Background: an optimization exercise with open tools, aiming at small area, a short achievable clock period and few clock cycles per item. Do not read the settings as production practice.
RTL that was checked went through simulation tests only; none was proved equivalent to the original.
Only the layout flow was run in run 2; the RTL was not checked for function there.
In every run shown here, the design's own scripts or RTL, not TritonCTS, make the clock network.
The clock input has no modelled driver; a real chip could not lean on it and would need a root buffer or a full tree.
No activity file was given, so power comes from the tool's default toggle rates.

==> flow/design.v <==
module alu_add16 (input wire [15:0] a, b, input wire cin,
  output wire [15:0] sum, g, p);
  assign g = a & b;
  assign p = a ^ b;
  wire [15:0] g0 = {g[15:1], g[0] | (p[0] & cin)};
  wire [15:0] p0 = p;
  wire [15:0] g1, p1, g2, p2, g3, p3, g4, p4;
  genvar i;
  generate
    for (i = 0; i < 16; i = i + 1) begin : pre
      if (i % 2 == 1) begin
        assign g1[i] = g0[i] | (p0[i] & g0[i-1]);
        assign p1[i] = p0[i] & p0[i-1];
      end else begin
        assign g1[i] = g0[i];
        assign p1[i] = p0[i];
      end
      if (i % 4 >= 2) begin
        assign g2[i] = g1[i] | (p1[i] & g1[(i/4)*4+1]);
        assign p2[i] = p1[i] & p1[(i/4)*4+1];
      end else begin
        assign g2[i] = g1[i];
        assign p2[i] = p1[i];
      end
      if (i % 8 >= 4) begin
        assign g3[i] = g2[i] | (p2[i] & g2[(i/8)*8+3]);
        assign p3[i] = p2[i] & p2[(i/8)*8+3];
      end else begin
        assign g3[i] = g2[i];
        assign p3[i] = p2[i];
      end
      if (i % 16 >= 8) begin
        assign g4[i] = g3[i] | (p3[i] & g3[7]);
        assign p4[i] = p3[i] & p3[7];
      end else begin
        assign g4[i] = g3[i];
        assign p4[i] = p3[i];
      end
    end
  endgenerate
  assign sum = p ^ {g4[14:0], cin};
endmodule
module mproc (input wire clk, reset, input wire [15:0] ins, output wire [15:0] addr,
  output wire halted, wb_en, output wire [2:0] wb_addr, output wire [15:0] wb_data);
  reg [15:0] rf [0:7];
  reg [15:0] pc;
  reg        x_v;       
  reg        x_h;       
  reg        x_sub;     
  reg        x_log;     
  reg        x_or;      
  reg [2:0]  x_d;
  reg [7:0]  x_sa, x_sb;  
  reg        rf_reset;  
  wire       is_alu = ins[15:11] == 5'd0;
  integer i;
  always @(posedge clk) begin
    if (reset) begin
      pc  <= 16'd0;
      x_v <= 1'b0;
      x_h <= 1'b0;
    end else if (!x_h) begin
      pc  <= pc + 16'd1;
      x_v <= is_alu;
      x_h <= !is_alu;
    end
    x_sub <= ins[10:9] == 2'b01;
    x_log <= ins[10];
    x_or  <= ins[9];
    x_d   <= ins[8:6];
    for (i = 0; i < 8; i = i + 1) begin
      x_sa[i] <= ins[2:0] == i;
      x_sb[i] <= ins[5:3] == i;
    end
    rf_reset <= reset;
  end
  reg [15:0] va, vb0;
  always @(*) begin
    va  = 16'd0;
    vb0 = 16'd0;
    for (i = 0; i < 8; i = i + 1) begin
      va  = va  | ({16{x_sa[i]}} & rf[i]);
      vb0 = vb0 | ({16{x_sb[i]}} & rf[i]);
    end
  end
  wire [15:0] vb = vb0 ^ {16{x_sub}};
  wire [15:0] sum, g, p;
  alu_add16 add (va, vb, x_sub, sum, g, p);
  wire [15:0] res = x_log ? (x_or ? (g | p) : g) : sum;
  wire [15:0] wd0 = res | {16{rf_reset}};
  wire [15:0] wdx = res & ~{16{rf_reset}};
  always @(posedge clk) begin
    if (rf_reset | (x_v & x_d == 3'd0)) rf[0] <= wd0;
    for (i = 1; i < 8; i = i + 1)
      if (rf_reset | (x_v & x_d == i)) rf[i] <= wdx;
  end
  reg        wb_en_r, halted_r;
  reg [2:0]  wb_addr_r;
  reg [15:0] wb_data_r;
  always @(posedge clk) begin
    wb_en_r   <= x_v & !reset;
    halted_r  <= x_h & !reset;
    wb_addr_r <= x_d;
    wb_data_r <= res;
  end
  assign addr    = pc;
  assign halted  = halted_r;
  assign wb_en   = wb_en_r;
  assign wb_addr = wb_addr_r;
  assign wb_data = wb_data_r;
endmodule
==> flow/flow/run.sh <==
#!/bin/bash
# The standard layout with four changes to how it is made:
#  - synthesis is the standard flow's own script with abc mapping for area
#    (flow/mysynth.tcl, flow/abc_area.script), and adders are left to abc
#    (no full/half-adder cells, which are slow);
#  - ports are buffered with buf_2 rather than a delay-cell buffer;
#  - the clock tree is built by flow/mytree.tcl (two balanced levels of
#    buffers: 4 clkbuf_16 roots on the clock port, 16 clkbuf_8 leaves)
#    instead of TritonCTS,
#    for a shorter clock insertion delay;
#  - timing repair works until the setup slack is at least SETUP_SLACK_MARGIN.
# Each tool's output goes to standard_flow.log (and ORFS's own logs under orfs/logs).
set -euo pipefail
bash standard.sh SYNTH_SCRIPT="$PWD/flow/mysynth.tcl" ADDER_MAP_FILE= SETUP_SLACK_MARGIN=8.8 \
  'BUFFER_PORTS_ARGS=-buffer_cell sky130_fd_sc_hd__buf_2' \
  PRE_CTS_TCL="$PWD/flow/mytree.tcl" finish > standard_flow.log 2>&1
==> flow/flow/abc_area.script <==
strash
dch
map -D 1800
topo
stime -c
==> flow/flow/mysynth.tcl <==
# The standard synthesis script (synth_recipe.tcl) with one change: abc
# maps with flow/abc_area.script instead of ORFS's: a delay-targeted map
# (map -D, in ps) that recovers area on every path faster than the target.
set mysynth_abc_script [file join [file dirname [file normalize [info script]]] abc_area.script]
proc synth {args} { yosys synth -nofsm -noshare {*}$args }
proc abc {args} {
  set i [lsearch -exact $args -script]
  if {$i >= 0} { lset args [expr {$i+1}] $::mysynth_abc_script }
  yosys abc {*}$args
}
source $::env(SCRIPTS_DIR)/synth.tcl
# left out here: clear keep_hierarchy, flatten, clean up, hide names made inside functions, write 1_2_yosys.v
==> flow/flow/mytree.tcl <==
# A shallow clock tree built by hand: the register clock pins are split into
# NLEAF clusters (k-means on their locations), each driven by one leaf
# buffer at its centre; the leaf buffers are split the same way into NROOT
# groups, each driven by one root buffer, which the clock port drives.
proc mytree_kmeans { pts k } {
  # pts: list of {x y}; returns {assign centroids}
  set n [llength $pts]
  set order [lsort -real -index 0 $pts]
  set cent {}
  for {set c 0} {$c < $k} {incr c} {
    lappend cent [lindex $order [expr {int(($c+0.5)*$n/$k)}]]
  }
  for {set iter 0} {$iter < 50} {incr iter} {
    set sum [lrepeat $k {0 0 0}]
    set assign {}
    foreach p $pts {
      lassign $p x y
      set best 0; set bd 1e30
      for {set c 0} {$c < $k} {incr c} {
        lassign [lindex $cent $c] cx cy
        set d [expr {($x-$cx)*($x-$cx)+($y-$cy)*($y-$cy)}]
        if {$d < $bd} { set bd $d; set best $c }
      }
      lappend assign $best
      lassign [lindex $sum $best] sx sy sc
      lset sum $best [list [expr {$sx+$x}] [expr {$sy+$y}] [expr {$sc+1}]]
    }
    for {set c 0} {$c < $k} {incr c} {
      lassign [lindex $sum $c] sx sy sc
      if {$sc > 0} { lset cent $c [list [expr {$sx/double($sc)}] [expr {$sy/double($sc)}]] }
    }
  }
  return [list $assign $cent]
}

proc mytree_add_buf { block master name in_net cx cy } {
  set inst [odb::dbInst_create $block $master $name]
  set net [odb::dbNet_create $block "${name}_net"]
  $net setSigType CLOCK
  [$inst findITerm A] connect $in_net
  [$inst findITerm X] connect $net
  $inst setLocation [expr {int($cx)}] [expr {int($cy)}]
  $inst setPlacementStatus PLACED
  return $net
}

proc mytree_build { nleaf nroot leafcell rootcell } {
  set block [ord::get_db_block]
  set clk_net [[[$block findBTerm clk] getNet] getName]
  set clk_net [$block findNet $clk_net]
  set iterms [$clk_net getITerms]
  set pts {}
  foreach it $iterms {
    set bb [[$it getInst] getBBox]
    lappend pts [list [expr {([$bb xMin]+[$bb xMax])/2.0}] [expr {([$bb yMin]+[$bb yMax])/2.0}]]
  }
  lassign [mytree_kmeans $pts $nleaf] la lc
  # disconnect the sinks first
  foreach it $iterms { $it disconnect }
  set rootnets {}
  if {$nroot > 0} {
    lassign [mytree_kmeans $lc $nroot] ra rc
    set rm [[ord::get_db] findMaster $rootcell]
    for {set r 0} {$r < $nroot} {incr r} {
      lassign [lindex $rc $r] cx cy
      lappend rootnets [mytree_add_buf $block $rm "mytree_root_$r" $clk_net $cx $cy]
    }
  }
  set lm [[ord::get_db] findMaster $leafcell]
  set leafnets {}
  for {set c 0} {$c < $nleaf} {incr c} {
    lassign [lindex $lc $c] cx cy
    set in $clk_net
    if {$nroot > 0} { set in [lindex $rootnets [lindex $ra $c]] }
    lappend leafnets [mytree_add_buf $block $lm "mytree_leaf_$c" $in $cx $cy]
  }
  set cnt [lrepeat $nleaf 0]
  foreach it $iterms c $la {
    $it connect [lindex $leafnets $c]
    lset cnt $c [expr {[lindex $cnt $c]+1}]
  }
  puts "mytree: [llength $iterms] sinks over $nleaf leaves ([join $cnt /]), $nroot roots"
}

# Used as ORFS's PRE_CTS_TCL hook: build the tree here, then let the CTS
# step's clock_tree_synthesis call only switch to propagated clocks; the
# rest of the step (timing repair, detailed placement) runs as usual.
mytree_build 16 4 sky130_fd_sc_hd__clkbuf_8 sky130_fd_sc_hd__clkbuf_16
rename clock_tree_synthesis mytree_unused_cts
proc clock_tree_synthesis { args } {
  puts "clock_tree_synthesis replaced by the hand-built tree (mytree.tcl)"
  set_propagated_clock [all_clocks]
}
==> flow/standard.sh <==
#!/bin/bash
# synth_recipe.tcl (not shown) runs the flow's synth.tcl, then flattens the netlist and writes it again
# the make line also repeats each setting of config.mk as NAME=value (left out here)
make -C /OpenROAD-flow-scripts/flow DESIGN_CONFIG=/design/flow/config.mk WORK_HOME=/design/flow/orfs CLKGATE_MAP_FILE= SYNTH_SCRIPT=/design/flow/synth_recipe.tcl "${@:-finish}"
==> flow/config.mk <==
export PLATFORM = sky130hd
export DESIGN_NAME = mproc
export DESIGN_NICKNAME = mproc
export VERILOG_FILES = /design/flow/design.v
export SDC_FILE = /design/flow/constraint.sdc
export NUM_CORES = 4
export LEC_CHECK = 0
export ABC_AREA = 1
export CAP_MARGIN = 20
export CORE_MARGIN = 2
export CORE_UTILIZATION = 40
export SLEW_MARGIN = 20
==> flow/constraint.sdc <==
create_clock -name core_clock -period 12.0 [get_ports {clk}]
set_input_delay 2.4000 -clock core_clock [delete_from_list [all_inputs] [get_ports {clk}]]
set_output_delay 2.4000 -clock core_clock [all_outputs]
set_load 0.01 [all_outputs]
==> results.toml, run 1 <==
[run_status]
status = "no timing/DRC/antenna violations"

[setup_path]
cp.arrival_ns = 0.77
slowest_delay_ns = 0.34
cp_slowest_cell = "dfxtp_1"
cp.buffers_inverters = 1
cpLargestDelayFamily = "flip-flops"
cp_cell_sequence = "buf_2"
end_kind = "primary output"
cp.required_ns = 9.60
start_kind = "flop"
path_max_fanout = 1
criticalPathCategory = "flop to primary output"

[cells_and_area]
fin_nets = 897
layout_common_cells = "nand2_1, edfxtp_1, a22oi_1"
utilization_pct = 47.6
diodes = 0
finalNonFillerCells = 1147
final_common_cell = "nand2_1"
drive_above_1_share_pct = 23.3
areaGrowthSynthToFinish_pct = 17.4

[logic_synthesis]
synth_area_leader_cell = "edfxtp_1"
synthTopCellsByArea = "edfxtp_1, dfxtp_1, a22oi_1, nand2_1, nor2_1"
synth.distinct_cells = 30
synth_seq_cells = 190
ys_warn_count = 2
synth_top_area_share_pct = 47.0
synth.avg_cell_area_sq_um = 10.5
syn-num-nets = 797
yosysSeqAreaShare_pct = 62.2
synth_area_sq_mm = 0.00817
syn_inst = 779

[global_route]
antenna_found_initial = 0
grt_max_degree = 19
grt_pass1_vias = 6121
grt-ovfl-total = 0
track_usage_pct = 20.2
grt_pass1_wl_um = 34300

[clock_network]
cts_hold_buf = 0
path_clk_slew_ns = 0.10
worstSkewPairLatency_ns = 0.31

[drt]
first_iter_violations = 642
firstDrtPassIters = 5
wirelength_um = 22400
drc = 0
drtAntennaViolNets = 0
post_drt_wl_per_cell_um = 19.5
num_vias = 6423
vias_per_cell = 5.60

[sta]
rsz0062_at_grt = "yes"
period_minus_slack_ns = 3.17
maxSlewViolCount = 0
hold_viol = 0
relSlewSlack_pct = 49.7
skew_ns = 0.0432
worst_pin_slew_ns = 0.752
timing.fmax_ghz = 0.316
period_share_pct = 26.4
setup_tns_ns = 0
finalSetupViolCount = 0

[place]
place.gp.congestion = 0.901
numPortBuffers = 54
placed_cells = 1112
hpwl_um = 14200

[floorplanning]
num_rows = 52
ios = 55
die_y_um = 147
coreArea_sq_mm = 0.0202
start_util_pct = 40.5
die_area_sq_mm = 0.0216
die_w_um = 147

[power_and_ir_drop]
leakagePower_nw = 3.57
cellPowerDensity_mw_per_mm2 = 161
ir_worst_vdd_mv = 0.0725
power_w = 0.00155

[min_path]
hp-class = "flop to flop"

[flow_run]
maxCapViolations = 0
==> synthesized netlist by cell type <==
library cell  number
a2111oi_0          3
a211oi_1           4
a21oi_1           30
a221o_2            2
a221oi_1           9
a22o_2             5
a22oi_1           80
a311oi_1           1
a31oi_1            1
and2_2            10
and3_2             5
clkinv_1          71
dfxtp_1           62
edfxtp_1         128
nand2_1          131
nand3_1           36
nand4_1           12
nor2_1            74
nor3_1            28
nor4_1             2
o2111ai_1          1
o211ai_1           6
o21a_1             3
o21ai_0           36
o221ai_1           1
o22ai_1            3
o32ai_1            1
or2_2             13
or4_2              1
xor2_1            20
==> logic make-up (layout without fill, tap and decap cells) <==
group | Yosys count | in the layout | synth area share [%]
simple gates | 312 | 312 | 16.9
xor+xnor | 20 | 20 | 2.14
buf+inv | 71 | 169 | 3.26
compound gates | 186 | 186 | 15.5
flops | 190 | 190 | 62.2
==> power breakdown <==
group	switching, W	leakage [nW]	internal (W)
Sequential	0.0000567	1.82	0.000803
Clock	0.000192	0.164	0.000180
Combinational	0.000202	1.58	0.000112
Total	0.000451	3.57	0.00109
==> per-stage QoR <==
stage	hold slack (ns)	instance area, sq um	setup WS (ns)
final	0.368	9600	8.83
after global routing	0.377	9600	8.75
after CTS	0.370	9310	8.74
after detailed placement	0.355	8890	7.96
after global placement	0.353	8890	8.08
after floorplan	0.344	8180	8.73
==> sequential cells by signal, indices dropped and copies added, names as in the netlist, 3 cells and up <==
name / flops
pc: 16
x_sa: 8
x_sb: 8
wb_data_r: 16
x_d: 3
rf: 128
wb_addr_r: 3
==> final timing paths <==
path	start	to	slack, ns	cells past startpoint
hold reg to reg	x_d[2]$_DFF_P_	wb_addr_r[2]$_DFF_P_	0.37	0
setup reg to reg	x_sa[2]$_DFF_P_	rf[1][12]$_DFFE_PP_	8.96	11
hold / removal	x_d[2]$_DFF_P_	wb_addr_r[2]$_DFF_P_	0.37	0
setup / recovery	wb_data_r[6]$_DFF_P_	wb_data[6]	8.83	1
==> worst register-to-register path: stages (launching register included) <==
cell	delay [ns]
dfxtp_2	0.47
a22o_2	0.30
nor4_2	0.33
clkinv_1	0.15
nor2_1	0.17
o21ai_0	0.16
a221oi_2	0.29
nand2_2	0.14
a21oi_1	0.18
xor2_1	0.16
nand2_1	0.11
a21oi_2	0.35
==> per-layer routing <==
| layer | vias up | part of all wire, % | global-route usage, % |
|---|---|---|---|
| li1 | 3037 | - | - |
| met1 | 3027 | 43 | 28.3 |
| met2 | 304 | 46 | 33.1 |
| met3 | 55 | 8.1 | 2.98 |
| met4 | 0 | 3.0 | 5.72 |
| met5 | - | 0 | 0 |
==> layout make-up <==
type / count / area (sq um)
multi-input cells: 518 / 3060
plain buffers: 20 / 320
fillers: 1889 / 10600
well taps: 270 / 338
flip-flops and latches: 190 / 5150
inverters: 71 / 272
repair buffers: 78 / 450
==> timing repair <==
item,CTS,global route
gates resized for setup,39,48
setup buffers,1,14
endpoints found under the setup margin,97,105
pin swaps,1,5
Testbench counts, summed over its fixed seeds: cycles 29,394, instrs 28,434.
==> run 2: changes to the inputs <==
--- a/flow/design.v
+++ b/flow/design.v
@@ -51,5 +51,5 @@
   reg        x_or;      
   reg [2:0]  x_d;
-  reg [7:0]  x_sa, x_sb;  
+  reg [2:0]  x_a, x_b;
   reg        rf_reset;  
   wire       is_alu = ins[15:11] == 5'd0;
@@ -69,19 +69,10 @@
     x_or  <= ins[9];
     x_d   <= ins[8:6];
-    for (i = 0; i < 8; i = i + 1) begin
-      x_sa[i] <= ins[2:0] == i;
-      x_sb[i] <= ins[5:3] == i;
-    end
+    x_a   <= ins[2:0];
+    x_b   <= ins[5:3];
     rf_reset <= reset;
   end
-  reg [15:0] va, vb0;
-  always @(*) begin
-    va  = 16'd0;
-    vb0 = 16'd0;
-    for (i = 0; i < 8; i = i + 1) begin
-      va  = va  | ({16{x_sa[i]}} & rf[i]);
-      vb0 = vb0 | ({16{x_sb[i]}} & rf[i]);
-    end
-  end
+  wire [15:0] va  = rf[x_a];
+  wire [15:0] vb0 = rf[x_b];
   wire [15:0] vb = vb0 ^ {16{x_sub}};
   wire [15:0] sum, g, p;
--- a/flow/flow/run.sh
+++ b/flow/flow/run.sh
@@ -6,6 +6,5 @@
 #  - ports are buffered with buf_2 rather than a delay-cell buffer;
 #  - the clock tree is built by flow/mytree.tcl (two balanced levels of
-#    buffers: 4 clkbuf_16 roots on the clock port, 16 clkbuf_8 leaves)
-#    instead of TritonCTS,
+#    clkbuf_16: 4 roots on the clock port, 12 leaves) instead of TritonCTS,
 #    for a shorter clock insertion delay;
 #  - timing repair works until the setup slack is at least SETUP_SLACK_MARGIN.
==> flow/flow/abc_area.script (replaced) <==
strash
dch
map -a
topo
stime -c
buffer -c
upsize -c
dnsize -c
--- a/flow/flow/mysynth.tcl
+++ b/flow/flow/mysynth.tcl
@@ -1,5 +1,4 @@
 # The standard synthesis script (synth_recipe.tcl) with one change: abc
-# maps with flow/abc_area.script instead of ORFS's: a delay-targeted map
-# (map -D, in ps) that recovers area on every path faster than the target.
+# maps with flow/abc_area.script (area-oriented mapping) instead of ORFS's.
 set mysynth_abc_script [file join [file dirname [file normalize [info script]]] abc_area.script]
 proc synth {args} { yosys synth -nofsm -noshare {*}$args }
--- a/flow/flow/mytree.tcl
+++ b/flow/flow/mytree.tcl
@@ -86,5 +86,5 @@
 # step's clock_tree_synthesis call only switch to propagated clocks; the
 # rest of the step (timing repair, detailed placement) runs as usual.
-mytree_build 16 4 sky130_fd_sc_hd__clkbuf_8 sky130_fd_sc_hd__clkbuf_16
+mytree_build 12 4 sky130_fd_sc_hd__clkbuf_16 sky130_fd_sc_hd__clkbuf_16
 rename clock_tree_synthesis mytree_unused_cts
 proc clock_tree_synthesis { args } {
==> run 2 against run 1 <==
  * Still clean
  * First-iteration DRC count grew 9.3%
  * Cell area grew 4.5%
  * Register-to-register slack lost 0.47 ns
  * Clock power rose by 13%
  * Maximum frequency down 9.6%
  * Flip-flop and latch count decreased by 10
  * Global-route usage up 0.73 points
  * Largest power group unchanged
==> results.toml, run 2 <==
[setup_path]
crit_start = "x_b[0]$_DFF_P_"
reg2reg_depth = 17
cp_slowest_cell = "dfxtp_4"
start_kind = "flop"
reg2reg_from = "x_b[0]$_DFF_P_"
slowest_delay_ns = 0.41
cp_cell_sequence = "inv_8 -> nor3_4 -> clkbuf_16 -> buf_4 -> a221oi_2 -> nand4_1 -> xor2_2 -> nand2_1 -> inv_1 -> nor2_4 -> nand2_1 -> nor2_2 -> inv_1 -> o41ai_4 -> xor2_1 -> o21ai_2 -> or2_1"
r2r_setup_slack_ns = 8.49
worstReg2RegEnd = "rf[0][15]$_DFFE_PP_"
path_max_fanout = 6
criticalPathCategory = "flop to flop"
cp.arrival_ns = 3.56
end_kind = "flop"
cp.required_ns = 12.05

[floorplanning]
ios = 55
start_util_pct = 41.0
num_rows = 51
die_area_sq_mm = 0.0212
die_y_um = 146
coreArea_sq_mm = 0.0196
die_w_um = 146

[logic_synthesis]
async_reset_ff_share_pct = 0
synth_top_family_by_area = "compound AO/OA/AOI/OAI gates"
ys.flop_type = "edfxtp_1"
muxShareOfSynthArea_pct = 0
synth_xor_area_share_pct = 2.40
yosys.cell_count.top_type = "edfxtp_1"
yosysSeqAreaShare_pct = 60.8
synth-edff-count = 128
ys_warn_count = 2
synth.avg_cell_area_sq_um = 10.7
synth_top_area_share_pct = 47.8
synth.distinct_cells = 39
syn-num-nets = 767
synthTopCellsByArea = "edfxtp_1, dfxtp_1, a22oi_1, nand2_1, a21oi_1"
synth_simple_gate_area_share_pct = 14.7
synth_seq_cells = 180
syn_inst = 749
synth-compound-area-share_pct = 17.7
synth_area_leader_cell = "edfxtp_1"
synth_area_sq_mm = 0.00804
synthTopCellsByCount = "edfxtp_1, a22oi_1, nand2_1, dfxtp_1, nor2_1"
synthAdderAreaFrac_pct = 0

[min_path]
hp-class = "flop to flop"
hold_end = "wb_addr_r[2]$_DFF_P_"
min_from = "x_d[2]$_DFF_P_"
min_path_cells = 0

[sta]
worst_pin_slew_ns = 1.06
maxSlewViolCount = 0
relSlewSlack_pct = 28.9
setup_tns_ns = 0
period_share_pct = 29.2
whs_ns = 0.364
skew_ns = 0.0469
hold_viol = 0
rsz0062_at_grt = "yes"
period_minus_slack_ns = 3.51
timing.fmax_ghz = 0.285
finalSetupViolCount = 0
fin_ws_ns = 8.49

[place]
place_ws_ns = 7.88
placed_cells = 1057
numPortBuffers = 54
hpwl_um = 14300
place.gp.congestion = 0.862

[clock_network]
cts_hold_buf = 0
path_clk_slew_ns = 0.07
worstSkewPairLatency_ns = 0.30

[cells_and_area]
finalNonFillerCells = 1127
top_register = "rf"
areaGrowthSynthToFinish_pct = 24.8
layout_common_cells = "edfxtp_1, a22oi_1, nand2_1"
reg_top3 = "rf x128, pc x16, wb_data_r x16"
diodes = 0
largest_reg_flops = 128
n_fill_cell = 1765
fin_nets = 882
drive_above_1_share_pct = 34.7
final_common_cell = "edfxtp_1"

[drt]
vias_per_cell = 5.74
num_vias = 6473
first_iter_violations = 702
firstDrtPassIters = 8
drtAntennaViolNets = 0
wirelength_um = 23700
drc = 0
post_drt_wl_per_cell_um = 21.0

[power_and_ir_drop]
p_sw_w = 0.000483
p_int_w = 0.00117
leakagePower_nw = 3.92
ir_worst_vdd_mv = 0.0806
power_frac_comb_pct = 24.6
clkPwrFrac_pct = 25.5
cellPowerDensity_mw_per_mm2 = 165
switching_share_pct = 29.2
seq_power_share_pct = 49.9

[global_route]
grt_max_degree = 25
grt-ovfl-total = 0
antenna_found_initial = 0
grt_pass1_wl_um = 34900
track_usage_pct = 21.0
grt_pass1_vias = 6172

[run_status]
status = "no timing/DRC/antenna violations"

[flow_run]
maxCapViolations = 0
## run 2: cell types whose count changed after synthesis, moves of 15 or more
cell,change
clkbuf_1,+16
nand3_1,-32
nor2_1,-22
nand2_1,-44
nand4_1,+15
clkinv_1,-69
and2_1,+15
a21oi_1,+17
inv_1,+50
## run 2: timing repair
action                                  in CTS  in global routing
cloned                                       1                  2
endpoints found under the setup margin     125                132
gates resized for setup                    117                 43
pin swaps                                   26                 18
buffers inserted                            34                 17
## run 2: worst max-delay path, delay by kind of cell (launching register included)
family | cells | cell delay, ns
buf+inv | 5 | 0.61
xor+xnor | 2 | 0.44
flops | 1 | 0.41
compound gates | 3 | 0.70
simple gates | 7 | 1.10
## run 2: area by class of cell
class	instances	area (sq um)	area share [%]
Sequential cell	180	4920	49.1
Multi-Input combinational cell	479	3230	32.2
Timing Repair Buffer	126	872	8.70
Buffer	16	400	3.99
Tap cell	265	332	3.31
Inverter	61	272	2.71
## run 2: kinds of logic (layout without fill, tap and decap cells)
logic type | count (synthesis) | count (layout)
compound gates | 216 | 216
xor+xnor | 22 | 22
buf+inv | 90 | 203
flops | 180 | 180
simple gates | 241 | 241
## run 2: metrics by stage
step / total power [W] / utilization, % / instance area [sq um]
3_5_place_dp: 0.00114 / 44.4 / 8690
2_1_floorplan: 0.00103 / - / 8040
3_3_place_gp: 0.00114 / 44.3 / 8680
6_report: 0.00165 / 51.2 / 10000
4_1_cts: 0.00162 / 49.8 / 9750
5_1_grt: 0.00172 / 51.2 / 10000
## run 2: routing by layer
metal / up-vias / wire [um] / GRT usage (%)
met4: 0 / 1200 / 8.63
met5: - / 0 / 0
li1: 2980 / - / -
met2: 325 / 11100 / 34.3
met3: 89 / 1750 / 2.60
met1: 3079 / 9630 / 28.4
## run 2: worst max path at each step
| stage | cells after the start | slack, ns | to |
|---|---|---|---|
| 2_1_floorplan | 4 | 8.78 | x_v$_SDFFE_PP0N_ |
| 3_3_place_gp | 19 | 7.92 | rf[4][9]$_DFFE_PP_ |
| 3_5_place_dp | 19 | 7.88 | rf[5][9]$_DFFE_PP_ |
| 4_1_cts | 21 | 8.61 | rf[0][15]$_DFFE_PP_ |
| 5_1_grt | 17 | 8.32 | rf[0][10]$_DFFE_PP_ |
| 6_report | 17 | 8.49 | rf[0][15]$_DFFE_PP_ |
## run 2: power by group through the flow
| stage | logic (W) | clock network (W) | registers (W) |
|---|---|---|---|
| 3_5_place_dp | 0.000310 | 0 | 0.000828 |
| 4_1_cts | 0.000376 | 0.000429 | 0.000820 |
| 2_1_floorplan | 0.000201 | 0 | 0.000826 |
| 6_report | 0.000407 | 0.000421 | 0.000823 |
| 5_1_grt | 0.000439 | 0.000452 | 0.000831 |
| 3_3_place_gp | 0.000310 | 0 | 0.000830 |

## separate check: timing with driven ports
How much do the figures lean on ideal ports? The routed layouts below were timed once more, with nothing changed but the port constraints. Step 1 assumes that a clkbuf_16 drives the clock port and a buf_2 every other input. Step 2 times the ports against the registers' clock, not the clock port: input delays grow and output delays shrink by t, the midpoint of the rising clock arrivals with the driver on. a / b / c = ideal / step 1 / step 2; a / b = the first two.
| run | t (ns) | setup slack, ns | pins driven straight from the clock port |
|---|---|---|---|
| run 1 | 0.385 | 8.831 / 8.732 / 8.593 | 4 |
| run 2 | 0.378 | 8.494 / 8.494 / 8.494 | 4 |
After both steps every run listed still meets setup and hold. For run 1, which loses most, drivers alone change the setup slack by -0.099 ns; drivers and shift together by -0.238 ns.
